Background: an optimization exercise with open tools, aiming at small area. Do not read the settings as production practice. In this exercise RTL edits were held to simulation tests only and were not proved equivalent to the original. The clock port is modelled as an ideal driver, which makes a skipped or thinned clock tree look cheaper than it is; a real chip needs a root buffer or a tree. Power figures rest on the tool's default switching activity, not on a simulated workload.

### flow/run.sh
#!/bin/bash
# Own layout flow: the standard ORFS flow with these changes.
#  1. Synthesis is synth_recipe.tcl unchanged except that ABC maps the logic
#     with an area-oriented script (flow/abc_area.script); registers are
#     mapped before ABC, so they are the standard synthesis's.
#  2. Port buffers are sky130_fd_sc_hd__buf_1 (buffer_ports -buffer_cell).
#  3. CTS builds the clock tree from clkbuf_8 buffers, without dummy loads.
#  4. After CTS the root clock buffer is removed when it only drives the
#     few leaf buffers, which the clock port then drives (flow/post_cts.tcl).
# Each tool's full output is kept in a log file in this folder.
set -euo pipefail
W=$(pwd)
F=$W/flow
{ echo "set ::own_abc_script $F/abc_area.script"; cat "$F/abc_hook.tcl" "$W/synth_recipe.tcl"; } > "$W/own_synth.tcl"
sed "s#SYNTH_SCRIPT=[^ ]*#SYNTH_SCRIPT=$W/own_synth.tcl ADDER_MAP_FILE=#" "$W/standard.sh" > "$W/own_standard.sh"
export BUFFER_PORTS_ARGS="-buffer_cell sky130_fd_sc_hd__buf_1"
export CTS_ARGS="-sink_clustering_enable -repair_clock_nets -dont_use_dummy_load -buf_list sky130_fd_sc_hd__clkbuf_8"
export POST_CTS_TCL="$F/post_cts.tcl"
bash "$W/own_standard.sh" synth > "$W/log_synth.txt" 2>&1
bash "$W/own_standard.sh" finish > "$W/log_layout.txt" 2>&1
test -f "$W/out/final.def"
### flow/abc_area.script
strash
&get -n
&deepsyn -T 20
&put
dch -f
amap
topo
### flow/abc_hook.tcl
# Replace the ABC script that ORFS's synth.tcl passes to yosys abc.
proc abc {args} {
  set out {}
  set skip 0
  foreach a $args {
    if {$skip} { set skip 0; continue }
    if {$a eq "-script"} { set skip 1; continue }
    lappend out $a
  }
  yosys abc -script $::own_abc_script {*}$out
}
### flow/post_cts.tcl
# After CTS: the tree is one root buffer driving the leaf buffers. Drive the
# leaf buffers from the clock port directly and remove the root buffer (the
# port then feeds only the leaf buffers), then re-legalize.
set block [ord::get_db_block]
set clk_port_net [$block findNet clk]
foreach it [$clk_port_net getITerms] {
  set inst [$it getInst]
  set master [[$inst getMaster] getName]
  if {![string match "sky130_fd_sc_hd__clkbuf_*" $master]} { continue }
  set out_net ""
  foreach o [$inst getITerms] {
    if {[$o isOutputSignal]} { set out_net [$o getNet] }
  }
  if {$out_net eq ""} { continue }
  set loads {}
  set only_bufs 1
  foreach l [$out_net getITerms] {
    if {[$l getInst] eq $inst} { continue }
    lappend loads $l
    if {![string match "sky130_fd_sc_hd__clkbuf_*" [[[$l getInst] getMaster] getName]]} { set only_bufs 0 }
  }
  if {!$only_bufs || [llength $loads] > 4 || [llength $loads] == 0} { continue }
  puts "post_cts: removing root clock buffer [$inst getName] ([llength $loads] leaf buffers)"
  foreach l $loads { $l disconnect; $l connect $clk_port_net }
  $it disconnect
  odb::dbInst_destroy $inst
  odb::dbNet_destroy $out_net
}
detailed_placement
estimate_parasitics -placement
### standard.sh
#!/bin/bash
# synth_recipe.tcl (not shown) runs the flow's synth.tcl, then flattens the netlist and writes it again
# the make line also repeats each setting of config.mk as NAME=value (left out here)
make -C /OpenROAD-flow-scripts/flow DESIGN_CONFIG=/design/flow/config.mk WORK_HOME=/design/flow/orfs CLKGATE_MAP_FILE= SYNTH_SCRIPT=/design/flow/synth_recipe.tcl "${@:-finish}"
### config.mk
export PLATFORM = sky130hd
export DESIGN_NAME = lcd_rgb_colorbar
export DESIGN_NICKNAME = lcd_rgb_colorbar
export VERILOG_FILES = /design/flow/design.v
export SDC_FILE = /design/flow/constraint.sdc
export NUM_CORES = 4
export LEC_CHECK = 0
export CAP_MARGIN = 20
export CORE_MARGIN = 2
export CORE_UTILIZATION = 40
export SLEW_MARGIN = 20
### constraint.sdc
create_clock -name core_clock -period 12.5 [get_ports {clk}]
set_input_delay 2.5000 -clock core_clock [delete_from_list [all_inputs] [get_ports {clk}]]
set_output_delay 2.5000 -clock core_clock [all_outputs]
set_load 0.01 [all_outputs]
### design.v
module lcd_rgb_colorbar (
    input clk,
    input rst_n,
    input  [23:0] lcd_rgb_i,
    output lcd_de,
    output [23:0] lcd_rgb_o,
    output lcd_bl,
    output lcd_rst,
    output lcd_hs,
    output lcd_vs
);
    wire run = (s != 3'd7);
    reg [1:0] pan;
    reg [2:0] s;
    reg [8:0] p;
    reg [0:0] vs;
    reg [9:0] q;
    wire [2:0] st = {lcd_rgb_i[7], lcd_rgb_i[15], lcd_rgb_i[23]};
    reg [1:0] pan_in;
    reg ok_in;
    always @(*) begin
        ok_in = 1'b1;
        case (st)
        3'b000: pan_in = 2'd2;
        3'b001: pan_in = 2'd3;
        3'b010: pan_in = 2'd0;
        3'b100: pan_in = 2'd3;
        3'b101: pan_in = 2'd1;
        default: begin pan_in = 2'bx; ok_in = 1'b0; end
        endcase
    end
    reg [8:0] p_in;
    reg [9:0] q_in;
    always @(*) begin
        case (pan_in)
        2'd0: begin p_in = 9'd144; q_in = 10'd364; end
        2'd1: begin p_in = 9'd219; q_in = 10'd520; end
        2'd2: begin p_in = 9'd402; q_in = 10'd17; end
        2'd3: begin p_in = 9'd355; q_in = 10'd359; end
        endcase
    end
    reg [2:0] s_nx;
    reg [8:0] p_ld;
    always @(*) begin
        case ({pan, s})
        5'b00_101: begin s_nx = 3'd4; p_ld = 9'd84; end
        5'b00_100: begin s_nx = 3'd0; p_ld = 9'd84; end
        5'b00_000: begin s_nx = 3'd1; p_ld = 9'd84; end
        5'b00_001: begin s_nx = 3'd3; p_ld = 9'd84; end
        5'b00_011: begin s_nx = 3'd6; p_ld = 9'd37; end
        5'b00_110: begin s_nx = 3'd5; p_ld = 9'd161; end
        5'b01_101: begin s_nx = 3'd4; p_ld = 9'd16; end
        5'b01_100: begin s_nx = 3'd0; p_ld = 9'd16; end
        5'b01_000: begin s_nx = 3'd1; p_ld = 9'd16; end
        5'b01_001: begin s_nx = 3'd3; p_ld = 9'd16; end
        5'b01_011: begin s_nx = 3'd6; p_ld = 9'd16; end
        5'b01_110: begin s_nx = 3'd5; p_ld = 9'd65; end
        5'b10_101: begin s_nx = 3'd4; p_ld = 9'd205; end
        5'b10_100: begin s_nx = 3'd0; p_ld = 9'd205; end
        5'b10_000: begin s_nx = 3'd1; p_ld = 9'd205; end
        5'b10_001: begin s_nx = 3'd3; p_ld = 9'd205; end
        5'b10_011: begin s_nx = 3'd6; p_ld = 9'd205; end
        5'b10_110: begin s_nx = 3'd5; p_ld = 9'd402; end
        5'b11_101: begin s_nx = 3'd4; p_ld = 9'd65; end
        5'b11_100: begin s_nx = 3'd0; p_ld = 9'd65; end
        5'b11_000: begin s_nx = 3'd1; p_ld = 9'd65; end
        5'b11_001: begin s_nx = 3'd3; p_ld = 9'd65; end
        5'b11_011: begin s_nx = 3'd6; p_ld = 9'd65; end
        5'b11_110: begin s_nx = 3'd5; p_ld = 9'd16; end
        default: begin s_nx = 3'bx; p_ld = 9'bx; end
        endcase
    end
    reg [0:0] vs_nx;
    reg [9:0] q_ld;
    always @(*) begin
        case ({pan, vs})
        3'b00_0: begin vs_nx = 1'd1; q_ld = 10'd492; end
        3'b00_1: begin vs_nx = 1'd0; q_ld = 10'd719; end
        3'b01_0: begin vs_nx = 1'd1; q_ld = 10'd984; end
        3'b01_1: begin vs_nx = 1'd0; q_ld = 10'd729; end
        3'b10_0: begin vs_nx = 1'd1; q_ld = 10'd647; end
        3'b10_1: begin vs_nx = 1'd0; q_ld = 10'd520; end
        3'b11_0: begin vs_nx = 1'd1; q_ld = 10'd757; end
        3'b11_1: begin vs_nx = 1'd0; q_ld = 10'd538; end
        default: begin vs_nx = 1'bx; q_ld = 10'bx; end
        endcase
    end
    wire pe = (p == 9'd320);
    wire qe = (q == 10'd608);
    wire le = pe && (s == 3'd5);   
    always @(posedge clk or negedge rst_n)
        if (!rst_n) s <= 3'd7;
        else if (!run) s <= 3'd5;
        else if (pe) s <= s_nx;
    always @(posedge clk) begin
        if (!run) begin
            pan <= pan_in;
            p   <= p_in;
            vs  <= 1'd0;
            q   <= ok_in ? q_in : 10'd0;
        end else begin
            if (pe) begin p <= p_ld; end
            else p <= {p[7:0], p[8] ^ p[3]};
            if (le) begin
                if (qe) begin vs <= vs_nx; q <= q_ld; end
                else q <= {q[8:0], q[9] ^ q[6]};
            end
        end
    end
    wire de = (vs == 1'd1) && (s == 3'd4 || s == 3'd0 || s == 3'd1 || s == 3'd3 || s == 3'd6);
    wire cr = de && (s == 3'd4 || s == 3'd1);
    wire cg = de && (s == 3'd4 || s == 3'd3);
    wire cb = de && (s == 3'd4 || s == 3'd6);
    assign lcd_de    = de;
    assign lcd_rgb_o = {{8{cr}}, {8{cg}}, {8{cb}}};
    assign lcd_bl  = 1'b1;
    assign lcd_rst = 1'b1;
    assign lcd_hs  = 1'b1;
    assign lcd_vs  = 1'b1;
endmodule
==> results of run 1 <==
[cells in the final DEF (no fill, tap or decap), types with 2 or more instances in the layout]
master and instances:
a21oi_1 2, or3_1 2, or4_1 3, or2_0 3, dfstp_2 3, o211ai_1 2, dfxtp_1 10, nand3_1 3
nand2_1 9, buf_1 29, o21ai_0 17, nor3_1 7, clkinv_1 19, conb_1 4, clkbuf_8 2, nor2_1 32
o22ai_1 3, o22a_1 3, edfxtp_1 12, o21a_1 2
[routing by layer]
metal  track usage (%)  routed length [um]  share of wire (%)  vias to the layer above
li1                  -                   -                  -                      556
met1              18.7                1230                 47                      492
met2              23.2                1230                 47                       31
met3              2.86                 129                4.9                        5
met4              2.17                  27                1.0                        0
met5                 0                   0                  0                        -
[worst max-delay path: cells and delay by family, from the launching register on]
kind,cells,cell delay (ns)
AND/OR/NAND/NOR,3,0.57
buffers and inverters,2,0.28
flip-flops,1,0.41
AO/OA/AOI/OAI,1,0.12
[sequential cells by signal (all words and copies together), names as in the netlist]
signal and count:
q 10, p 9, s 3, pan 2
vs 1
[worst min-delay path by stage]
stage,from,endpoint,slack (ns),cells past startpoint
3_5_place_dp,p[0]$_DFF_P_,p[1]$_DFF_P_,0.46,2
2_1_floorplan,p[1]$_DFF_P_,p[2]$_SDFF_PP0_,0.43,2
6_report,p[1]$_DFF_P_,p[2]$_SDFF_PP0_,0.47,2
5_1_grt,p[7]$_DFF_P_,p[8]$_DFF_P_,0.49,1
3_3_place_gp,p[1]$_DFF_P_,p[2]$_SDFF_PP0_,0.45,2
[synthesized netlist by cell type]
| master | number |
|---|---|
| nor2_1 | 32 |
| buf_4 | 28 |
| clkinv_1 | 19 |
| o21ai_0 | 17 |
| edfxtp_1 | 12 |
| dfxtp_1 | 10 |
| nand2_1 | 9 |
| nor3_1 | 7 |
| dfstp_2 | 3 |
| nand3_1 | 3 |
| o22a_1 | 3 |
| o22ai_1 | 3 |
| or2_0 | 3 |
| or4_1 | 3 |
| a21oi_1 | 2 |
| o211ai_1 | 2 |
| o21a_1 | 2 |
| or3_1 | 2 |
| a21o_1 | 1 |
| a22oi_1 | 1 |
| a31o_1 | 1 |
| a31oi_1 | 1 |
| and2_0 | 1 |
| conb_1 | 1 |
| nor2b_1 | 1 |
| nor4_1 | 1 |
| o31ai_1 | 1 |
[power groups by stage]
stage	Clock [mW]	Combinational, mW	Sequential, mW
after detailed placement	0	0.0264	0.111
after global routing	0.0390	0.0313	0.111
after floorplan	0	0.0221	0.108
after global placement	0	0.0257	0.110
final	0.0349	0.0265	0.109
[per-stage QoR]
stage / cell area, um^2 / utilization, % / hold WS [ns] / worst slack (ns) / instances
after floorplan: 1420 / - / 0.432 / 8.72 / 172
after global placement: 1380 / 40.9 / 0.448 / 8.62 / 219
after detailed placement: 1380 / 40.9 / 0.461 / 8.63 / 219
after global routing: 1400 / 41.7 / 0.495 / 8.26 / 221
final: 1400 / 41.7 / 0.473 / 8.47 / 221
[cell type report]
| type | count | area, um^2 | area share [%] |
|---|---|---|---|
| Timing Repair Buffer | 29 | 109 | 7.75 |
| Tap cell | 46 | 57.6 | 4.10 |
| Multi-Input combinational cell | 100 | 499 | 35.6 |
| Inverter | 19 | 71.3 | 5.08 |
| Sequential cell | 25 | 639 | 45.5 |
| Clock buffer | 2 | 27.5 | 1.96 |
[logic make-up after synthesis]
| kind of cell | count (synthesis) | synth area share [%] |
|---|---|---|
| AND/OR/NAND/NOR | 62 | 19.6 |
| other | 1 | 0.266 |
| flip-flops | 25 | 45.4 |
| buffers and inverters | 47 | 20.0 |
| AO/OA/AOI/OAI | 34 | 14.7 |
==> impl_metrics.csv, run 1 <==
group,metric,value,unit
timing,rsz0062_at_grt,"false",
drt,drtAntennaViolNets,0,
power_and_ir_drop,p_per_area,121,mW/mm^2
timing,max_slew_margin,43.1,%
drt,via_count,1084,
outcome,status,"complete, no violations",
timing,fin_crit,4.03,ns
clock_tree,cts.clk_slew.worst_paths,0.09,ns
die,start_util,41.9,%
timing,tightest_slew,0.851,ns
power_and_ir_drop,p_switching,0.0430,mW
critical_path,path_common_cell,"nor2_1",
logic_synthesis,synth_cells,169,
die,fp.dieW,63.3,um
logic_synthesis,synthTopCellsByArea,"edfxtp_1 26%, buf_4 15%, dfxtp_1 14%, nor2_1 8.5%, o21ai_0 6.0%",
critical_path,crit_required,10.00,ns
placed_design,dp_hpwl,2090,um
die,rows,21,
logic_synthesis,synth.top_cell.area_share,25.6,%
power_and_ir_drop,irDropWorstVdd,0.0772,mV
clock_tree,insertion_delay,0.15,ns
critical_path,crit_path_end_kind,"output pin",
finish,drive_gt1_share,2.86,%
critical_path,rr_endpoint,"q[0]$_DFFE_PP_",
power_and_ir_drop,seqPwrFrac,63.9,%
timing,fmax,248,MHz
critical_path,critical_path_class,"reg -> out",
critical_path,cp.arrival,1.53,ns
drt,wl_per_cell,11.9,um
finish,fillers,363,
global_route,antenna_found_initial,0,
critical_path,endpoint,"lcd_rgb_o[9]",
power_and_ir_drop,power.leakage,0.454,nW
global_route,grt.total_usage,13.8,%
critical_path,startpoint_type,"register",
die,dieArea,0.00401,mm^2
die,num_io_pins,55,
logic_synthesis,netlist_area,0.00141,mm^2
clock_tree,cts_sinks,25,
job,maxCapViolations,0,
timing,fin_crit_sh,32.2,%
placed_design,portBuffers,29,
power_and_ir_drop,comb_power_share,15.6,%
drt,post-route-drc-count,0,
timing,tns,0,ns
finish,layout-area-overhead-vs-synth,-0.355,%
critical_path,cp_max_fo,8,
logic_synthesis,synth-seq-area-share,45.4,%
drt,first_iter_violations,22,
critical_path,timing.rr.start,"s[1]$_DFFE_PN1P_",
global_route,gr-total-overflow,0,
critical_path,cp_slowest_cell,"dfstp_2",
power_and_ir_drop,clkPwrFrac,20.5,%
critical_path,rrSetupSlack,9.69,ns
critical_path,crit_start,"s[2]$_DFFE_PN1P_",
critical_path,reg2reg_depth,6,
drt,drt_pass1_iterations,4,
logic_synthesis,synth_area_leader_cell,"edfxtp_1",
logic_synthesis,synth.distinct_cells,27,
timing,setup_viol,0,
timing,drv_slew,0,
drt,routed_wirelength,2620,um
critical_path,cp_slowest_stage_delay,0.41,ns
timing,final-hold-violation-count,0,
finish,num_antenna_cells,0,
placed_design,globalplace.congestion,0.931,
power_and_ir_drop,swShare,25.3,%
global_route,grt_max_degree,15,
finish,fin_nets,203,
critical_path,path_cells,"nand2_1, clkinv_1, nor2_1, o21ai_0, nor2_1, buf_1",
timing,fin_skew,0.0156,ns
global_route,grt_pass1_vias,982,
logic_synthesis,synth_warnings,1,
power_and_ir_drop,p_int,0.127,mW
power_and_ir_drop,p_total,0.170,mW
die,core,0.00336,mm^2
die,die_h,63.3,um
logic_synthesis,synth_area_per_cell,8.34,um^2
global_route,grt_pass1_wl,4480,um
drt,viasPerCell,4.90,
min_path,hold_class,"reg -> reg",
logic_synthesis,synth_seq_cells,25,
==> run 2: changes to the inputs <==
==> flow/run.sh (replaced) <==
#!/bin/bash
# Own layout flow: the standard ORFS flow with these changes.
#  1. Synthesis is synth_recipe.tcl unchanged except for ABC's logic mapping:
#     flow/abc_hook.tcl maps the logic with each flow/abc*.script and keeps
#     the smallest result. Registers are mapped before ABC, so they are the
#     standard synthesis's.
#  2. Port buffers are sky130_fd_sc_hd__buf_1 (buffer_ports -buffer_cell).
#  3. CTS builds the clock tree from clkbuf_8 buffers, without dummy loads.
#  4. After CTS the root clock buffer is removed when it only drives the
#     few leaf buffers, which the clock port then drives (flow/post_cts.tcl).
#  5. One tie cell drives all the constant outputs (SKIP_REPAIR_TIE_FANOUT).
#  6. Global placement is not timing driven (the clock period leaves ample
#     slack), and Yosys's port buffers are removed at floorplan instead.
# Each tool's full output is kept in a log file in this folder.
set -euo pipefail
W=$(pwd)
F=$W/flow
{ echo "set ::own_abc_scripts [lsort [glob $F/abc*.script]]"; echo "set ::own_abc_stat $W/own_abc_stat.txt"; cat "$F/abc_hook.tcl" "$W/synth_recipe.tcl"; } > "$W/own_synth.tcl"
sed "s#SYNTH_SCRIPT=[^ ]*#SYNTH_SCRIPT=$W/own_synth.tcl ADDER_MAP_FILE=#" "$W/standard.sh" > "$W/own_standard.sh"
export BUFFER_PORTS_ARGS="-buffer_cell sky130_fd_sc_hd__buf_1"
export CTS_ARGS="-sink_clustering_enable -repair_clock_nets -dont_use_dummy_load -buf_list sky130_fd_sc_hd__clkbuf_8"
export POST_CTS_TCL="$F/post_cts.tcl"
export SKIP_REPAIR_TIE_FANOUT=1
export GPL_TIMING_DRIVEN=0
export REMOVE_ABC_BUFFERS=1
bash "$W/own_standard.sh" synth > "$W/log_synth.txt" 2>&1
bash "$W/own_standard.sh" finish > "$W/log_layout.txt" 2>&1
test -f "$W/out/final.def"
==> flow/abc1.script (new file) <==
strash
&get -n
&deepsyn -T 20
&put
dch -f
amap
topo
==> flow/abc2.script (new file) <==
strash
&get -n
&deepsyn -T 20 -S 7
&put
dch -f
map -a
topo
==> flow/abc3.script (new file) <==
strash
dc2
balance; rewrite; refactor; balance; rewrite; rewrite -z; balance; refactor -z; rewrite -z; balance
dc2
balance; rewrite; refactor; balance; rewrite; rewrite -z; balance; refactor -z; rewrite -z; balance
dch -f
amap
topo
==> flow/abc4.script (new file) <==
strash
&get -n
&deepsyn -T 20 -S 13
&put
dch -f
amap
topo
==> flow/abc_hook.tcl (replaced) <==
# Replace the ABC step of ORFS's synth.tcl: map the logic with each script in
# ::own_abc_scripts and keep the smallest result (registers are not touched:
# they are mapped before ABC runs).
proc abc {args} {
  set out {}
  set skip 0
  set lib ""
  set prev ""
  foreach a $args {
    if {$skip} { set skip 0; continue }
    if {$a eq "-script"} { set skip 1; continue }
    if {$prev eq "-liberty" && $lib eq ""} { set lib $a }
    set prev $a
    lappend out $a
  }
  yosys design -save own_pre_abc
  set best_area 1e30
  set best_script ""
  foreach scr $::own_abc_scripts {
    yosys design -load own_pre_abc
    yosys abc -script $scr {*}$out
    yosys tee -q -o $::own_abc_stat stat -liberty $lib
    set fh [open $::own_abc_stat r]; set txt [read $fh]; close $fh
    if {[regexp {Chip area for module[^:]*:\s*([0-9.]+)} $txt -> area]} {
      puts "own_abc: $scr -> $area"
      if {$area < $best_area} {
        set best_area $area
        set best_script $scr
        yosys design -save own_best_abc
      }
    }
  }
  puts "own_abc: kept $best_script ($best_area)"
  yosys design -load own_best_abc
}
removed: flow/abc_area.script
==> impl_metrics.csv, run 2 <==
group,metric,value,unit
drt,routed_wirelength,2550,um
power_and_ir_drop,comb_power_share,15.5,%
critical_path,critical_path_class,"reg -> out",
drt,via_count,1063,
drt,wl_per_cell,11.7,um
die,rows,21,
power_and_ir_drop,p_per_area,122,mW/mm^2
power_and_ir_drop,irDropWorstVdd,0.0847,mV
critical_path,crit_path_end_kind,"output pin",
power_and_ir_drop,swShare,25.2,%
drt,drt_pass1_iterations,4,
drt,viasPerCell,4.88,
timing,drv_slew,0,
timing,final-hold-violation-count,0,
logic_synthesis,synth_warnings,1,
logic_synthesis,synthFlopType,"edfxtp_1",
logic_synthesis,synth_seq_cells,25,
logic_synthesis,synth_edf_count,12,
placed_design,dp_hpwl,2050,um
logic_synthesis,synthXorXnorAreaFrac,0,%
outcome,status,"complete, no violations",
power_and_ir_drop,p_total,0.170,mW
logic_synthesis,yosys-top-cells-count,"32 x nor2_1, 28 x buf_4, 19 x clkinv_1, 17 x o21ai_0, 12 x edfxtp_1",
logic_synthesis,synth_area_leader_cell,"edfxtp_1",
logic_synthesis,synth_compound_area_share,14.7,%
timing,tightest_slew,0.872,ns
timing,max_slew_margin,41.6,%
min_path,hold_class,"reg -> reg",
logic_synthesis,synthAdderAreaFrac,0,%
clock_tree,insertion_delay,0.14,ns
finish,final_common_cell,"nor2_1",
global_route,gr-total-overflow,0,
finish,drive_gt1_share,2.91,%
logic_synthesis,synthMuxAreaShare,0,%
critical_path,startpoint_type,"register",
logic_synthesis,synth.distinct_cells,27,
finish,reg_top3,"q: 10 flops, p: 9 flops, s: 3 flops",
drt,first_iter_violations,31,
finish,final_cell_mix,"32 x nor2_1, 29 x buf_1, 19 x clkinv_1, 17 x o21ai_0, 12 x edfxtp_1",
finish,num_antenna_cells,0,
finish,layout-area-overhead-vs-synth,-1.15,%
finish,fillers,370,
power_and_ir_drop,p_int,0.127,mW
logic_synthesis,synth_top_family_by_area,"buffers and inverters",
critical_path,crit_required,10.00,ns
placed_design,portBuffers,29,
critical_path,cp.arrival,1.55,ns
power_and_ir_drop,power.leakage,0.444,nW
global_route,grt_max_degree,14,
global_route,grt_pass1_wl,4310,um
logic_synthesis,yosysMostFrequentCell,"nor2_1",
timing,rsz0062_at_grt,"false",
die,die_h,63.3,um
finish,largest_register_ff_count,10,
logic_synthesis,synth_cells,169,
clock_tree,cts_sinks,25,
critical_path,reg2reg_depth,6,
logic_synthesis,synth-seq-area-share,45.4,%
global_route,grt.total_usage,13.2,%
timing,fin_crit_sh,32.4,%
critical_path,cp_max_fo,8,
die,core,0.00336,mm^2
logic_synthesis,synth_area_per_cell,8.34,um^2
timing,setup_viol,0,
logic_synthesis,netlist_area,0.00141,mm^2
placed_design,globalplace.congestion,0.925,
power_and_ir_drop,seqPwrFrac,64.1,%
timing,fmax,247,MHz
die,dieArea,0.00401,mm^2
die,start_util,41.9,%
global_route,grt_pass1_vias,994,
timing,tns,0,ns
timing,fin_crit,4.05,ns
global_route,antenna_found_initial,0,
logic_synthesis,synth.top_cell.area_share,25.6,%
logic_synthesis,synthTopCellsByArea,"edfxtp_1 26%, buf_4 15%, dfxtp_1 14%, nor2_1 8.5%, o21ai_0 6.0%",
logic_synthesis,synth-async-reset-ratio,12.0,%
die,fp.dieW,63.3,um
die,num_io_pins,55,
power_and_ir_drop,p_switching,0.0428,mW
min_path,holdPathStages,2,
finish,fin_nets,200,
job,maxCapViolations,0,
clock_tree,cts.clk_slew.worst_paths,0.08,ns
finish,largest_register,"q",
power_and_ir_drop,clkPwrFrac,20.4,%
drt,post-route-drc-count,0,
logic_synthesis,yosys.area_share.simple,19.6,%
drt,drtAntennaViolNets,0,
timing,fin_skew,0.00231,ns
run 2: cell count changes in the layout (fill, tap and decap cells not counted):
cell | previous run | this run
conb_1 | 4 | 1
run 2: final timing paths:
check                                       from               end  slack (ns)
worst max-delay path            s[2]$_DFFE_PN1P_     lcd_rgb_o[12]        8.45
worst min-delay path                p[6]$_DFF_P_      p[7]$_DFF_P_        0.48
worst max register to register  s[1]$_DFFE_PN1P_    q[0]$_DFFE_PP_        9.73
worst min register to register      p[6]$_DFF_P_      p[7]$_DFF_P_        0.48
max in group asynchronous                  rst_n  s[1]$_DFFE_PN1P_       10.12
min in group asynchronous                  rst_n  s[0]$_DFFE_PN1P_        2.35
run 2: final cells by class:
type                            count  area [um^2]  share of cell area, %
Inverter                           19         71.3                   5.12
Tap cell                           46         57.6                   4.13
Sequential cell                    25          639                   45.9
Timing Repair Buffer               29          109                   7.82
Clock buffer                        2         27.5                   1.98
Multi-Input combinational cell     97          488                   35.0
run 2: stage by stage:
stage | utilization [%] | setup slack, ns | instances | hold WS (ns) | area, um^2
after floorplan | - | 8.19 | 141 | 0.432 | 1200
after global placement | 40.6 | 8.63 | 216 | 0.449 | 1370
after detailed placement | 40.6 | 8.61 | 216 | 0.468 | 1370
after global routing | 41.4 | 8.22 | 218 | 0.503 | 1390
final | 41.4 | 8.45 | 218 | 0.477 | 1390
run 2: critical path: stages, from the launching register on:
cell and delay (ns):
dfstp_2 0.41, nand2_1 0.11, clkinv_1 0.08, nor2_1 0.14, o21ai_0 0.13, nor2_1 0.35, buf_1 0.20
run 2: per-layer routing:
metal	vias up	share of wire, %	routed length [um]	global-route usage [%]
met2	13	49	1240	21.8
met1	489	48	1220	18.2
met3	3	2.3	58	1.79
met4	0	1.2	31	3.26
met5	-	0	0	0
li1	558	-	-	-
run 2: power by group through the flow:
stage / clock network [mW] / registers, mW / logic (mW)
6_report: 0.0347 / 0.109 / 0.0263
5_1_grt: 0.0394 / 0.111 / 0.0301
3_5_place_dp: 0 / 0.111 / 0.0265
3_3_place_gp: 0 / 0.110 / 0.0257
2_1_floorplan: 0 / 0.108 / 0.0212
run 2: cell families after synthesis:
logic type             count (synthesis)
flip-flops                            25
other                                  1
AO/OA/AOI/OAI                         34
AND/OR/NAND/NOR                       62
buffers and inverters                 47
==> run 3: changes to the inputs <==
--- a/flow/run.sh
+++ b/flow/run.sh
@@ -2,9 +2,9 @@
 # Own layout flow: the standard ORFS flow with these changes.
 #  1. Synthesis is synth_recipe.tcl unchanged except for ABC's logic mapping:
-#     flow/abc_hook.tcl maps the logic with each flow/abc*.script and keeps
-#     the smallest result. Registers are mapped before ABC, so they are the
-#     standard synthesis's.
+#     flow/abc_hook.tcl maps the logic with each flow/abc*.script (abc1-8
+#     run &deepsyn with different seeds) and keeps the smallest result.
+#     Registers are mapped before ABC, so they are the standard synthesis's.
 #  2. Port buffers are sky130_fd_sc_hd__buf_1 (buffer_ports -buffer_cell).
-#  3. CTS builds the clock tree from clkbuf_8 buffers, without dummy loads.
+#  3. CTS builds the clock tree from buf_6 buffers, without dummy loads.
 #  4. After CTS the root clock buffer is removed when it only drives the
 #     few leaf buffers, which the clock port then drives (flow/post_cts.tcl).
@@ -19,5 +19,5 @@
 sed "s#SYNTH_SCRIPT=[^ ]*#SYNTH_SCRIPT=$W/own_synth.tcl ADDER_MAP_FILE=#" "$W/standard.sh" > "$W/own_standard.sh"
 export BUFFER_PORTS_ARGS="-buffer_cell sky130_fd_sc_hd__buf_1"
-export CTS_ARGS="-sink_clustering_enable -repair_clock_nets -dont_use_dummy_load -buf_list sky130_fd_sc_hd__clkbuf_8"
+export CTS_ARGS="-sink_clustering_enable -repair_clock_nets -dont_use_dummy_load -buf_list sky130_fd_sc_hd__buf_6"
 export POST_CTS_TCL="$F/post_cts.tcl"
 export SKIP_REPAIR_TIE_FANOUT=1
==> flow/abc0.script (new file) <==
strash
dc2
balance; rewrite; refactor; balance; rewrite; rewrite -z; balance; refactor -z; rewrite -z; balance
dc2
balance; rewrite; refactor; balance; rewrite; rewrite -z; balance; refactor -z; rewrite -z; balance
dch -f
amap
topo
==> flow/abc1.script (replaced) <==
strash
&get -n
&deepsyn -T 25 -S 1
&put
dch -f
amap
topo
==> flow/abc2.script (replaced) <==
strash
&get -n
&deepsyn -T 25 -S 2
&put
dch -f
amap
topo
==> flow/abc3.script (replaced) <==
strash
&get -n
&deepsyn -T 25 -S 3
&put
dch -f
amap
topo
==> flow/abc4.script (replaced) <==
strash
&get -n
&deepsyn -T 25 -S 4
&put
dch -f
amap
topo
==> flow/abc5.script (new file) <==
strash
&get -n
&deepsyn -T 25 -S 5
&put
dch -f
amap
topo
==> flow/abc6.script (new file) <==
strash
&get -n
&deepsyn -T 25 -S 6
&put
dch -f
amap
topo
==> flow/abc7.script (new file) <==
strash
&get -n
&deepsyn -T 25 -S 7
&put
dch -f
amap
topo
==> flow/abc8.script (new file) <==
strash
&get -n
&deepsyn -T 25 -S 8
&put
dch -f
amap
topo
--- a/flow/post_cts.tcl
+++ b/flow/post_cts.tcl
@@ -7,5 +7,5 @@
   set inst [$it getInst]
   set master [[$inst getMaster] getName]
-  if {![string match "sky130_fd_sc_hd__clkbuf_*" $master]} { continue }
+  if {![string match "sky130_fd_sc_hd__*buf_*" $master]} { continue }
   set out_net ""
   foreach o [$inst getITerms] {
@@ -18,5 +18,5 @@
     if {[$l getInst] eq $inst} { continue }
     lappend loads $l
-    if {![string match "sky130_fd_sc_hd__clkbuf_*" [[[$l getInst] getMaster] getName]]} { set only_bufs 0 }
+    if {![string match "sky130_fd_sc_hd__*buf_*" [[[$l getInst] getMaster] getName]]} { set only_bufs 0 }
   }
   if {!$only_bufs || [llength $loads] > 4 || [llength $loads] == 0} { continue }
==> impl_metrics.csv, run 3 <==
group,metric,value,unit
outcome,status,"complete, no violations",
timing,drv_slew,0,
power_and_ir_drop,p_switching,0.0435,mW
timing,final-hold-violation-count,0,
logic_synthesis,synth-seq-area-share,45.5,%
critical_path,endpoint,"lcd_rgb_o[16]",
min_path,hold_class,"reg -> reg",
global_route,grt.total_usage,13.7,%
logic_synthesis,synth-async-reset-ratio,12.0,%
power_and_ir_drop,comb_power_share,15.1,%
logic_synthesis,synth_seq_cells,25,
critical_path,reg2reg_depth,6,
drt,first_iter_violations,41,
die,core,0.00336,mm^2
timing,rsz0062_at_grt,"false",
critical_path,cp_slowest_stage_delay,0.63,ns
logic_synthesis,synthTopCellsByArea,"edfxtp_1 26%, buf_4 15%, dfxtp_1 14%, nor2_1 11%, o21ai_0 6.0%",
placed_design,dp_hpwl,2080,um
finish,final_cells,220,
finish,num_antenna_cells,0,
logic_synthesis,synth_cells,171,
placed_design,globalplace.congestion,0.809,
logic_synthesis,synth.top_cell.area_share,25.6,%
critical_path,timing.rr.start,"s[2]$_DFFE_PN1P_",
power_and_ir_drop,seqPwrFrac,65.3,%
critical_path,path_cells,"clkinv_1, nor2_1, clkinv_1, a211oi_1, buf_1",
clock_tree,cts.clk_slew.worst_paths,0.08,ns
logic_synthesis,synth_area_per_cell,8.22,um^2
finish,layout-area-overhead-vs-synth,-1.51,%
die,start_util,41.8,%
logic_synthesis,synth_edf_count,12,
drt,top_layer_used,"met4",
drt,drt_pass1_iterations,4,
timing,fin_skew,0.0185,ns
power_and_ir_drop,power.leakage,0.455,nW
logic_synthesis,synth_area_leader_cell,"edfxtp_1",
finish,fillers,361,
global_route,grt_pass1_vias,966,
finish,final_cell_mix,"40 x nor2_1, 29 x buf_1, 17 x clkinv_1, 16 x o21ai_0, 12 x edfxtp_1",
logic_synthesis,synth.distinct_cells,29,
clock_tree,cts_sinks,25,
global_route,grt_max_degree,16,
drt,via_count,1056,
logic_synthesis,netlist_area,0.00141,mm^2
finish,reg_top3,"q: 10 flops, p: 9 flops, s: 3 flops",
clock_tree,insertion_delay,0.13,ns
die,num_io_pins,55,
global_route,antenna_found_initial,0,
drt,met2_length,1270,um
finish,stdcell_area,0.00139,mm^2
drt,wl_per_cell,11.9,um
finish,fin_nets,202,
die,rows,21,
finish,final_common_cell,"nor2_1",
timing,tns,0,ns
critical_path,critical_path_class,"reg -> out",
logic_synthesis,yosysMostFrequentCell,"nor2_1",
drt,viasPerCell,4.80,
logic_synthesis,synthFlopType,"edfxtp_1",
critical_path,crit_start,"vs$_SDFFE_PP0P_",
finish,fin_util,41.2,%
job,maxCapViolations,0,
global_route,grt_pass1_wl,4440,um
finish,drive_gt1_share,2.87,%
drt,post-route-drc-count,0,
critical_path,crit_required,10.00,ns
timing,finalHoldWorstSlack,0.459,ns
power_and_ir_drop,swShare,25.3,%
timing,fmax,236,MHz
critical_path,cp_max_fo,8,
finish,largest_register_ff_count,10,
drt,drtAntennaViolNets,0,
finish,largest_register,"q",
logic_synthesis,yosys-top-cells-count,"40 x nor2_1, 28 x buf_4, 17 x clkinv_1, 17 x o21ai_0, 12 x edfxtp_1",
power_and_ir_drop,p_per_area,124,mW/mm^2
placed_design,post_dp_cell_area,0.00136,mm^2
timing,fin_crit,4.24,ns
critical_path,startpoint_type,"register",
placed_design,portBuffers,29,
critical_path,cp_slowest_cell,"a211oi_1",
timing,max_slew_margin,37.8,%
critical_path,rrSetupSlack,9.24,ns
die,dieArea,0.00401,mm^2
drt,dr_wl_met3,65,um
placed_design,dp.cells,218,
timing,tightest_slew,0.924,ns
critical_path,cp.arrival,1.74,ns
power_and_ir_drop,p_int,0.128,mW
timing,fin_crit_sh,33.9,%
timing,setup_viol,0,
power_and_ir_drop,clkPwrFrac,19.7,%
global_route,gr-total-overflow,0,
logic_synthesis,synth_warnings,1,
drt,routed_wirelength,2620,um
drt,drt-met1-wl,1270,um
die,die_h,63.3,um
power_and_ir_drop,irDropWorstVdd,0.0808,mV
critical_path,path_common_cell,"clkinv_1",
critical_path,crit_path_end_kind,"output pin",
die,fp.dieW,63.3,um
critical_path,rr_endpoint,"q[5]$_DFFE_PP_",
==> run 3: cell types whose count changed after synthesis, sizes merged, moves of 2 or more <==
cell and delta:
nor2 +8, a21oi +3, nor3 -3, o32ai +3, clkinv -2, nand2 +2
o211ai -2, o22a -2, o22ai -2, or2 -2
==> run 3: power by group through the flow <==
stage | combinational, mW | clock (mW) | sequential (mW)
6_report | 0.0259 | 0.0338 | 0.112
5_1_grt | 0.0315 | 0.0375 | 0.115
3_5_place_dp | 0.0264 | 0 | 0.114
3_3_place_gp | 0.0250 | 0 | 0.113
2_1_floorplan | 0.0205 | 0 | 0.112
==> run 3: cells by family after synthesis <==
| group | Yosys count | share of synthesized area [%] |
|---|---|---|
| other | 1 | 0.267 |
| AO/OA/AOI/OAI | 34 | 14.6 |
| AND/OR/NAND/NOR | 66 | 20.2 |
| flip-flops | 25 | 45.5 |
| buffers and inverters | 45 | 19.5 |
==> run 3: metrics by stage <==
stage	setup slack, ns	power [mW]
floorplan	7.46	0.132
finish	8.26	0.172
global route	8.06	0.184
global placement	8.43	0.138
detailed placement	8.37	0.140
==> run 3: cell type report <==
type / instances / area (um^2) / share of cell area [%]
flip-flops and latches: 25 / 639 / 46.2
multi-input cells: 101 / 493 / 35.6
repair buffers: 29 / 109 / 7.86
inverters: 17 / 63.8 / 4.61
well taps: 46 / 57.6 / 4.16
clock buffers: 2 / 22.5 / 1.63
==> run 3: worst min path at each step <==
stage / startpoint / endpoint / slack [ns] / depth (start not counted)
floorplan: p[0]$_DFF_P_ / p[1]$_DFF_P_ / 0.42 / 1
global placement: p[0]$_DFF_P_ / p[1]$_DFF_P_ / 0.43 / 1
detailed placement: p[0]$_DFF_P_ / p[1]$_DFF_P_ / 0.44 / 1
global route: p[0]$_DFF_P_ / p[1]$_DFF_P_ / 0.50 / 1
finish: p[0]$_DFF_P_ / p[1]$_DFF_P_ / 0.46 / 1
==> run 3: critical path, delay by kind of cell, from the launching register on <==
| kind | cells | cell delay [ns] |
|---|---|---|
| AOI/OAI and AO/OA | 1 | 0.63 |
| and+or+nand+nor | 1 | 0.14 |
| DFF | 1 | 0.43 |
| buffers and inverters | 3 | 0.44 |
==> run 3: routing by layer <==
| metal | global-route usage (%) | vias to the layer above |
|---|---|---|
| met5 | 0 | - |
| met3 | 1.61 | 2 |
| met1 | 19.8 | 481 |
| met2 | 21.5 | 14 |
| met4 | 4.35 | 0 |
| li1 | - | 559 |
==> run 4: changes to the inputs <==
==> design.v (replaced) <==
module lcd_rgb_colorbar (
    input clk,
    input rst_n,
    input  [23:0] lcd_rgb_i,
    output lcd_de,
    output [23:0] lcd_rgb_o,
    output lcd_bl,
    output lcd_rst,
    output lcd_hs,
    output lcd_vs
);
    wire run = (s != 3'd7);
    reg [1:0] pan;
    reg [2:0] s;
    reg [8:0] p;
    reg [0:0] vs;
    reg [9:0] q;
    wire [2:0] st = {lcd_rgb_i[7], lcd_rgb_i[15], lcd_rgb_i[23]};
    reg [1:0] pan_in;
    reg ok_in;
    always @(*) begin
        ok_in = 1'b1;
        case (st)
        3'b000: pan_in = 2'd0;
        3'b001: pan_in = 2'd1;
        3'b010: pan_in = 2'd2;
        3'b100: pan_in = 2'd1;
        3'b101: pan_in = 2'd3;
        default: begin pan_in = 2'bx; ok_in = 1'b0; end
        endcase
    end
    reg [8:0] p_in;
    reg [9:0] q_in;
    always @(*) begin
        case (pan_in)
        2'd0: begin p_in = 9'd102; q_in = 10'd6; end
        2'd1: begin p_in = 9'd231; q_in = 10'd268; end
        2'd2: begin p_in = 9'd429; q_in = 10'd387; end
        2'd3: begin p_in = 9'd52; q_in = 10'd3; end
        endcase
    end
    reg [2:0] s_nx;
    reg [8:0] p_ld;
    always @(*) begin
        case ({pan, s})
        5'b00_000: begin s_nx = 3'd2; p_ld = 9'd227; end
        5'b00_010: begin s_nx = 3'd5; p_ld = 9'd227; end
        5'b00_101: begin s_nx = 3'd4; p_ld = 9'd227; end
        5'b00_100: begin s_nx = 3'd6; p_ld = 9'd227; end
        5'b00_110: begin s_nx = 3'd3; p_ld = 9'd227; end
        5'b00_011: begin s_nx = 3'd0; p_ld = 9'd102; end
        5'b01_000: begin s_nx = 3'd2; p_ld = 9'd180; end
        5'b01_010: begin s_nx = 3'd5; p_ld = 9'd180; end
        5'b01_101: begin s_nx = 3'd4; p_ld = 9'd180; end
        5'b01_100: begin s_nx = 3'd6; p_ld = 9'd180; end
        5'b01_110: begin s_nx = 3'd3; p_ld = 9'd180; end
        5'b01_011: begin s_nx = 3'd0; p_ld = 9'd460; end
        5'b10_000: begin s_nx = 3'd2; p_ld = 9'd238; end
        5'b10_010: begin s_nx = 3'd5; p_ld = 9'd238; end
        5'b10_101: begin s_nx = 3'd4; p_ld = 9'd238; end
        5'b10_100: begin s_nx = 3'd6; p_ld = 9'd238; end
        5'b10_110: begin s_nx = 3'd3; p_ld = 9'd14; end
        5'b10_011: begin s_nx = 3'd0; p_ld = 9'd125; end
        5'b11_000: begin s_nx = 3'd2; p_ld = 9'd460; end
        5'b11_010: begin s_nx = 3'd5; p_ld = 9'd460; end
        5'b11_101: begin s_nx = 3'd4; p_ld = 9'd460; end
        5'b11_100: begin s_nx = 3'd6; p_ld = 9'd460; end
        5'b11_110: begin s_nx = 3'd3; p_ld = 9'd460; end
        5'b11_011: begin s_nx = 3'd0; p_ld = 9'd180; end
        default: begin s_nx = 3'bx; p_ld = 9'bx; end
        endcase
    end
    reg [0:0] vs_nx;
    reg [9:0] q_ld;
    always @(*) begin
        case ({pan, vs})
        3'b00_1: begin vs_nx = 1'd0; q_ld = 10'd163; end
        3'b00_0: begin vs_nx = 1'd1; q_ld = 10'd3; end
        3'b01_1: begin vs_nx = 1'd0; q_ld = 10'd895; end
        3'b01_0: begin vs_nx = 1'd1; q_ld = 10'd858; end
        3'b10_1: begin vs_nx = 1'd0; q_ld = 10'd300; end
        3'b10_0: begin vs_nx = 1'd1; q_ld = 10'd537; end
        3'b11_1: begin vs_nx = 1'd0; q_ld = 10'd488; end
        3'b11_0: begin vs_nx = 1'd1; q_ld = 10'd774; end
        default: begin vs_nx = 1'bx; q_ld = 10'bx; end
        endcase
    end
    wire pe = (p == 9'd498);
    wire qe = (q == 10'd430);
    wire le = pe && (s == 3'd0);   
    always @(posedge clk or negedge rst_n)
        if (!rst_n) s <= 3'd7;
        else if (!run) s <= 3'd0;
        else if (pe) s <= s_nx;
    always @(posedge clk) begin
        if (!run) begin
            pan <= pan_in;
            p   <= p_in;
            vs  <= 1'd1;
            q   <= ok_in ? q_in : 10'd0;
        end else begin
            if (pe) begin p <= p_ld; end
            else p <= {p[7:0], p[8] ^ p[3]};
            if (le) begin
                if (qe) begin vs <= vs_nx; q <= q_ld; end
                else q <= {q[8:0], q[9] ^ q[2]};
            end
        end
    end
    wire de = (vs == 1'd0) && (s == 3'd2 || s == 3'd5 || s == 3'd4 || s == 3'd6 || s == 3'd3);
    wire cr = de && (s == 3'd2 || s == 3'd4);
    wire cg = de && (s == 3'd2 || s == 3'd6);
    wire cb = de && (s == 3'd2 || s == 3'd3);
    assign lcd_de    = de;
    assign lcd_rgb_o = {{8{cr}}, {8{cg}}, {8{cb}}};
    assign lcd_bl  = 1'b1;
    assign lcd_rst = 1'b1;
    assign lcd_hs  = 1'b1;
    assign lcd_vs  = 1'b1;
endmodule
==> impl_metrics.csv, run 4 <==
group,metric,value,unit
placed_design,dp_hpwl,2080,um
finish,reg_top3,"q: 10 flops, p: 9 flops, s: 3 flops",
logic_synthesis,synth.top_cell.area_share,25.9,%
global_route,gr-total-overflow,0,
critical_path,crit_path_end_kind,"output pin",
finish,stdcell_area,0.00137,mm^2
drt,viasPerCell,4.88,
finish,largest_register,"q",
logic_synthesis,synth_seq_cells,25,
finish,largest_register_ff_count,10,
drt,post-route-drc-count,0,
global_route,grt_pass1_vias,988,
timing,final-hold-violation-count,0,
timing,tightest_slew,0.707,ns
logic_synthesis,synth_cells,162,
die,rows,21,
logic_synthesis,synth_edf_count,12,
logic_synthesis,synth_area_per_cell,8.58,um^2
die,dieArea,0.00396,mm^2
clock_tree,cts_sinks,25,
finish,fin_util,41.0,%
logic_synthesis,synthFlopType,"edfxtp_1",
timing,tns,0,ns
timing,fin_skew,0.0187,ns
global_route,grt_pass1_wl,4610,um
finish,num_antenna_cells,0,
logic_synthesis,synth_area_leader_cell,"edfxtp_1",
logic_synthesis,yosysMostFrequentCell,"buf_4",
timing,rsz0062_at_grt,"false",
critical_path,cp.arrival,2.33,ns
global_route,grt_max_degree,14,
timing,drv_slew,0,
critical_path,cp_slowest_cell,"dfstp_2",
critical_path,critical_path_class,"reg -> out",
critical_path,cp_top_family,"simple AND/OR/NAND/NOR gates",
drt,first_iter_violations,42,
finish,final_cell_mix,"29 x buf_1, 23 x nor2_1, 18 x clkinv_1, 15 x o21ai_0",
finish,fin_nets,193,
finish,layout-area-overhead-vs-synth,-1.53,%
critical_path,startpoint_type,"register",
drt,routed_wirelength,2660,um
timing,fin_crit,4.83,ns
power_and_ir_drop,power.leakage,0.456,nW
critical_path,cp_num_buf_inv,3,
placed_design,portBuffers,29,
logic_synthesis,synth-async-reset-ratio,12.0,%
timing,fmax,207,MHz
placed_design,globalplace.congestion,0.860,
outcome,status,"complete, no violations",
critical_path,crit_required,10.00,ns
logic_synthesis,synth-seq-area-share,46.0,%
drt,wl_per_cell,12.6,um
drt,drtAntennaViolNets,0,
finish,final_common_cell,"buf_1",
timing,fin_crit_sh,38.6,%
timing,setup_viol,0,
timing,max_slew_margin,52.5,%
logic_synthesis,netlist_area,0.00139,mm^2
die,die_h,63.0,um
min_path,hold_class,"reg -> reg",
power_and_ir_drop,irDropWorstVdd,0.0861,mV
drt,drt_pass1_iterations,4,
clock_tree,cts.clk_slew.worst_paths,0.07,ns
logic_synthesis,synth.distinct_cells,30,
clock_tree,insertion_delay,0.13,ns
placed_design,dp.cells,209,
finish,final_cells,211,
critical_path,cp_slowest_stage_delay,0.55,ns
finish,drive_gt1_share,3.03,%
power_and_ir_drop,p_per_area,121,mW/mm^2
die,start_util,41.7,%
job,maxCapViolations,0,
drt,via_count,1029,
logic_synthesis,yosys-top-cells-count,"28 x buf_4, 23 x nor2_1, 18 x clkinv_1, 15 x o21ai_0",
die,num_io_pins,55,
placed_design,post_dp_cell_area,0.00135,mm^2
logic_synthesis,synthTopCellsByArea,"edfxtp_1 26%, buf_4 15%, dfxtp_1 14%, nor2_1 6.2%, dfstp_2 5.7%",
die,core,0.00334,mm^2
global_route,antenna_found_initial,0,
critical_path,rrSetupSlack,9.98,ns
die,fp.dieW,63.0,um
global_route,grt.total_usage,14.3,%
critical_path,cp_max_fo,13,
logic_synthesis,synth_warnings,1,
critical_path,path_cells,"clkinv_1, nor2_1, clkinv_1, nand2_1, nor2_1, and3_1, buf_1",
==> run 4: cell count changes in the layout (fill, tap and decap cells not counted), moves of 2 or more <==
cell,before,now
nor2_1,40,23
o22ai_1,1,4
a221oi_1,0,2
nand3_1,2,4
nor2b_1,1,3
o32ai_1,3,1
==> run 4: worst paths after layout <==
check                            startpoint                to  depth (start not counted)
setup / recovery           s[0]$_DFFE_PN1P_     lcd_rgb_o[20]                          7
hold / removal                 p[6]$_DFF_P_      p[7]$_DFF_P_                          2
setup reg to reg           s[0]$_DFFE_PN1P_      p[6]$_DFF_P_                          6
hold reg to reg                p[6]$_DFF_P_      p[7]$_DFF_P_                          2
max in group asynchronous             rst_n  s[2]$_DFFE_PN1P_                          1
min in group asynchronous             rst_n  s[0]$_DFFE_PN1P_                          1
==> run 4: where the power goes <==
part | internal, mW | switching, mW | total, mW | leakage (nW)
Clock | 0.0128 | 0.0201 | 0.0330 | 0.0121
Sequential | 0.101 | 0.00835 | 0.110 | 0.223
Combinational | 0.0114 | 0.0118 | 0.0232 | 0.221
Total | 0.126 | 0.0403 | 0.166 | 0.456
==> run 4: per-layer routing <==
metal  GRT usage [%]  vias up  wire length [um]
met4            4.17        0                44
met1            18.3      475              1270
met3            2.88        4                63
met2            24.1       12              1280
li1                -      538                 -
met5               0        -                 0
==> run 4: kinds of logic (layout without fill, tap and decap cells) <==
| kind of cell | Yosys count | count (layout) | synth area share [%] |
|---|---|---|---|
| other | 1 | 1 | 0.270 |
| buffers and inverters | 46 | 49 | 20.0 |
| flip-flops | 25 | 25 | 46.0 |
| AO/OA/AOI/OAI | 38 | 38 | 17.1 |
| AND/OR/NAND/NOR | 52 | 52 | 16.7 |
==> run 4: area by class of cell <==
class | count | area [um^2]
Inverter | 18 | 67.6
Sequential cell | 25 | 639
Fill cell | 364 | 1970
Multi-Input combinational cell | 91 | 473
Clock buffer | 2 | 22.5
Tap cell | 46 | 57.6
Timing Repair Buffer | 29 | 109
==> run 4: through the flow <==
stage               setup slack [ns]  power, mW  hold slack, ns
detailed placement              7.83      0.135           0.455
global route                    7.44      0.176           0.492
floorplan                       7.67      0.128           0.434
global placement                7.82      0.133           0.449
finish                          7.67      0.166           0.475
==> run 4: worst min-delay path, delay by kind of cell, from the launching register on <==
family,cells,cell delay [ns]
and+or+nand+nor,2,0.12
DFF,1,0.32
==> run 5: changes to the inputs <==
--- a/flow/run.sh
+++ b/flow/run.sh
@@ -2,5 +2,5 @@
 # Own layout flow: the standard ORFS flow with these changes.
 #  1. Synthesis is synth_recipe.tcl unchanged except for ABC's logic mapping:
-#     flow/abc_hook.tcl maps the logic with each flow/abc*.script (abc1-8
+#     flow/abc_hook.tcl maps the logic with each flow/abc*.script (abc1-16
 #     run &deepsyn with different seeds) and keeps the smallest result.
 #     Registers are mapped before ABC, so they are the standard synthesis's.
==> flow/abc10.script (new file) <==
strash
&get -n
&deepsyn -T 25 -S 10
&put
dch -f
amap
topo
==> flow/abc11.script (new file) <==
strash
&get -n
&deepsyn -T 25 -S 11
&put
dch -f
amap
topo
==> flow/abc12.script (new file) <==
strash
&get -n
&deepsyn -T 25 -S 12
&put
dch -f
amap
topo
==> flow/abc13.script (new file) <==
strash
&get -n
&deepsyn -T 25 -S 13
&put
dch -f
amap
topo
==> flow/abc14.script (new file) <==
strash
&get -n
&deepsyn -T 25 -S 14
&put
dch -f
amap
topo
==> flow/abc15.script (new file) <==
strash
&get -n
&deepsyn -T 25 -S 15
&put
dch -f
amap
topo
==> flow/abc16.script (new file) <==
strash
&get -n
&deepsyn -T 25 -S 16
&put
dch -f
amap
topo
==> flow/abc9.script (new file) <==
strash
&get -n
&deepsyn -T 25 -S 9
&put
dch -f
amap
topo
==> impl_metrics.csv, run 5 <==
group,metric,value,unit
outcome,status,"complete, no violations",
placed_design,dp_hpwl,2080,um
drt,drtAntennaViolNets,0,
global_route,grt_pass1_wl,4610,um
power_and_ir_drop,irDropWorstVdd,0.0861,mV
job,maxCapViolations,0,
logic_synthesis,synth.top_cell.area_share,25.9,%
drt,routed_wirelength,2660,um
timing,fin_crit,4.83,ns
die,fp.dieW,63.0,um
logic_synthesis,synth_area_leader_cell,"edfxtp_1",
finish,reg_top3,"q: 10 flops, p: 9 flops, s: 3 flops",
logic_synthesis,synthFlopType,"edfxtp_1",
die,dieArea,0.00396,mm^2
drt,first_iter_violations,42,
critical_path,critical_path_class,"reg -> out",
global_route,grt.total_usage,14.3,%
timing,drv_slew,0,
timing,fin_skew,0.0187,ns
power_and_ir_drop,p_per_area,121,mW/mm^2
logic_synthesis,synth_seq_cells,25,
drt,wl_per_cell,12.6,um
logic_synthesis,yosys-top-cells-count,"28 x buf_4, 23 x nor2_1, 18 x clkinv_1, 15 x o21ai_0",
critical_path,path_cells,"clkinv_1, nor2_1, clkinv_1, nand2_1, nor2_1, and3_1, buf_1",
finish,final_common_cell,"buf_1",
placed_design,globalplace.congestion,0.860,
timing,setup_viol,0,
drt,via_count,1029,
timing,tns,0,ns
finish,fin_nets,193,
timing,max_slew_margin,52.5,%
finish,final_cells,211,
die,die_h,63.0,um
global_route,grt_pass1_vias,988,
drt,post-route-drc-count,0,
finish,num_antenna_cells,0,
critical_path,cp_top_family,"simple AND/OR/NAND/NOR gates",
timing,tightest_slew,0.707,ns
timing,fmax,207,MHz
placed_design,portBuffers,29,
global_route,gr-total-overflow,0,
finish,largest_register_ff_count,10,
die,num_io_pins,55,
die,start_util,41.7,%
drt,drt_pass1_iterations,4,
critical_path,cp.arrival,2.33,ns
finish,drive_gt1_share,3.03,%
logic_synthesis,synth.distinct_cells,30,
finish,largest_register,"q",
clock_tree,cts_sinks,25,
timing,finalHoldWorstSlack,0.475,ns
critical_path,cp_slowest_stage_delay,0.55,ns
critical_path,startpoint_type,"register",
clock_tree,insertion_delay,0.13,ns
clock_tree,cts.clk_slew.worst_paths,0.07,ns
critical_path,crit_path_end_kind,"output pin",
placed_design,dp.cells,209,
timing,fin_crit_sh,38.6,%
logic_synthesis,synth_edf_count,12,
logic_synthesis,yosysMostFrequentCell,"buf_4",
power_and_ir_drop,power.leakage,0.456,nW
critical_path,crit_required,10.00,ns
die,rows,21,
critical_path,cp_max_fo,13,
finish,layout-area-overhead-vs-synth,-1.53,%
timing,rsz0062_at_grt,"false",
logic_synthesis,synth_warnings,1,
logic_synthesis,synth_area_per_cell,8.58,um^2
global_route,antenna_found_initial,0,
finish,final_cell_mix,"29 x buf_1, 23 x nor2_1, 18 x clkinv_1, 15 x o21ai_0",
logic_synthesis,synth-async-reset-ratio,12.0,%
min_path,hold_class,"reg -> reg",
global_route,grt_max_degree,14,
critical_path,cp_slowest_cell,"dfstp_2",
drt,viasPerCell,4.88,
logic_synthesis,synth_cells,162,
critical_path,cp_num_buf_inv,3,
finish,fin_util,41.0,%
timing,final-hold-violation-count,0,
logic_synthesis,synthTopCellsByArea,"edfxtp_1 26%, buf_4 15%, dfxtp_1 14%, nor2_1 6.2%, dfstp_2 5.7%",
die,core,0.00334,mm^2
logic_synthesis,netlist_area,0.00139,mm^2
logic_synthesis,synth-seq-area-share,46.0,%
run 5: cell counts after synthesis:
No cell type changed its count.
run 5: worst register-to-register path, stage by stage, from the launching register on:
cell,delay [ns]
dfstp_2,0.55
clkinv_1,0.14
nor2_1,0.43
clkinv_1,0.44
o21ai_0,0.35
o21ai_0,0.25
a31o_1,0.27
run 5: cell type report:
cell class                 count  area (um^2)
inverter                      18         67.6
timing repair buffer          29          109
tap                           46         57.6
multi-input combinational     91          473
sequential                    25          639
clock buffer                   2         22.5
fill                         364         1970
run 5: final timing paths:
path	from	end	slack, ns	depth (start not counted)
setup / recovery	s[0]$_DFFE_PN1P_	lcd_rgb_o[20]	7.67	7
hold / removal	p[6]$_DFF_P_	p[7]$_DFF_P_	0.48	2
setup reg to reg	s[0]$_DFFE_PN1P_	p[6]$_DFF_P_	9.98	6
hold reg to reg	p[6]$_DFF_P_	p[7]$_DFF_P_	0.48	2
max in group asynchronous	rst_n	s[2]$_DFFE_PN1P_	10.10	1
min in group asynchronous	rst_n	s[0]$_DFFE_PN1P_	2.38	1
run 5: kinds of logic (layout without fill, tap and decap cells):
kind of cell           after synthesis  in the layout  synth area share [%]
buffers and inverters               46             49                  20.0
AOI/OAI and AO/OA                   38             38                  17.1
other                                1              1                 0.270
DFF                                 25             25                  46.0
and+or+nand+nor                     52             52                  16.7
run 5: power breakdown:
group	total (mW)	internal, mW	switching (mW)
registers	0.110	0.101	0.00835
logic	0.0232	0.0114	0.0118
clock network	0.0330	0.0128	0.0201
run 5: through the flow:
step | power (mW) | area, um^2 | setup WS, ns
3_5_place_dp | 0.135 | 1350 | 7.83
3_3_place_gp | 0.133 | 1350 | 7.82
5_1_grt | 0.176 | 1370 | 7.44
2_1_floorplan | 0.128 | 1180 | 7.67
6_report | 0.166 | 1370 | 7.67
run 5: routing by layer:
metal | GRT usage (%) | part of all wire, % | up-vias
met5 | 0 | 0 | -
met4 | 4.17 | 1.7 | 0
met2 | 24.1 | 48 | 12
met3 | 2.88 | 2.4 | 4
met1 | 18.3 | 48 | 475
li1 | - | - | 538

-- separate check: timing with driven ports --
In the flow no input, the clock included, has a driving cell. The finished layouts below were timed again as built, in two steps.
Step 1: set_driving_cell puts a clkbuf_16 on clk and a buf_2 on each other input, an assumption about the parent block.
Step 2 also shifts input and output timing later by t, the mid clock arrival at the registers, as if the neighbouring blocks saw the same clock.
Slacks: ideal ports / drivers / drivers and shift; pairs: ideal ports / drivers.
run	t, ns	slack for setup (ns)	worst setup path after step 2
run 1	0.170	8.469 / 8.440 / 8.610	register to output
run 2	0.172	8.446 / 8.414 / 8.587	register to output
run 3	0.150	8.258 / 8.227 / 8.377	register to output
run 4	0.151	7.675 / 7.640 / 7.791	register to output
run 5	0.151	7.675 / 7.640 / 7.791	register to output
After both steps setup and hold are still met in every run listed.
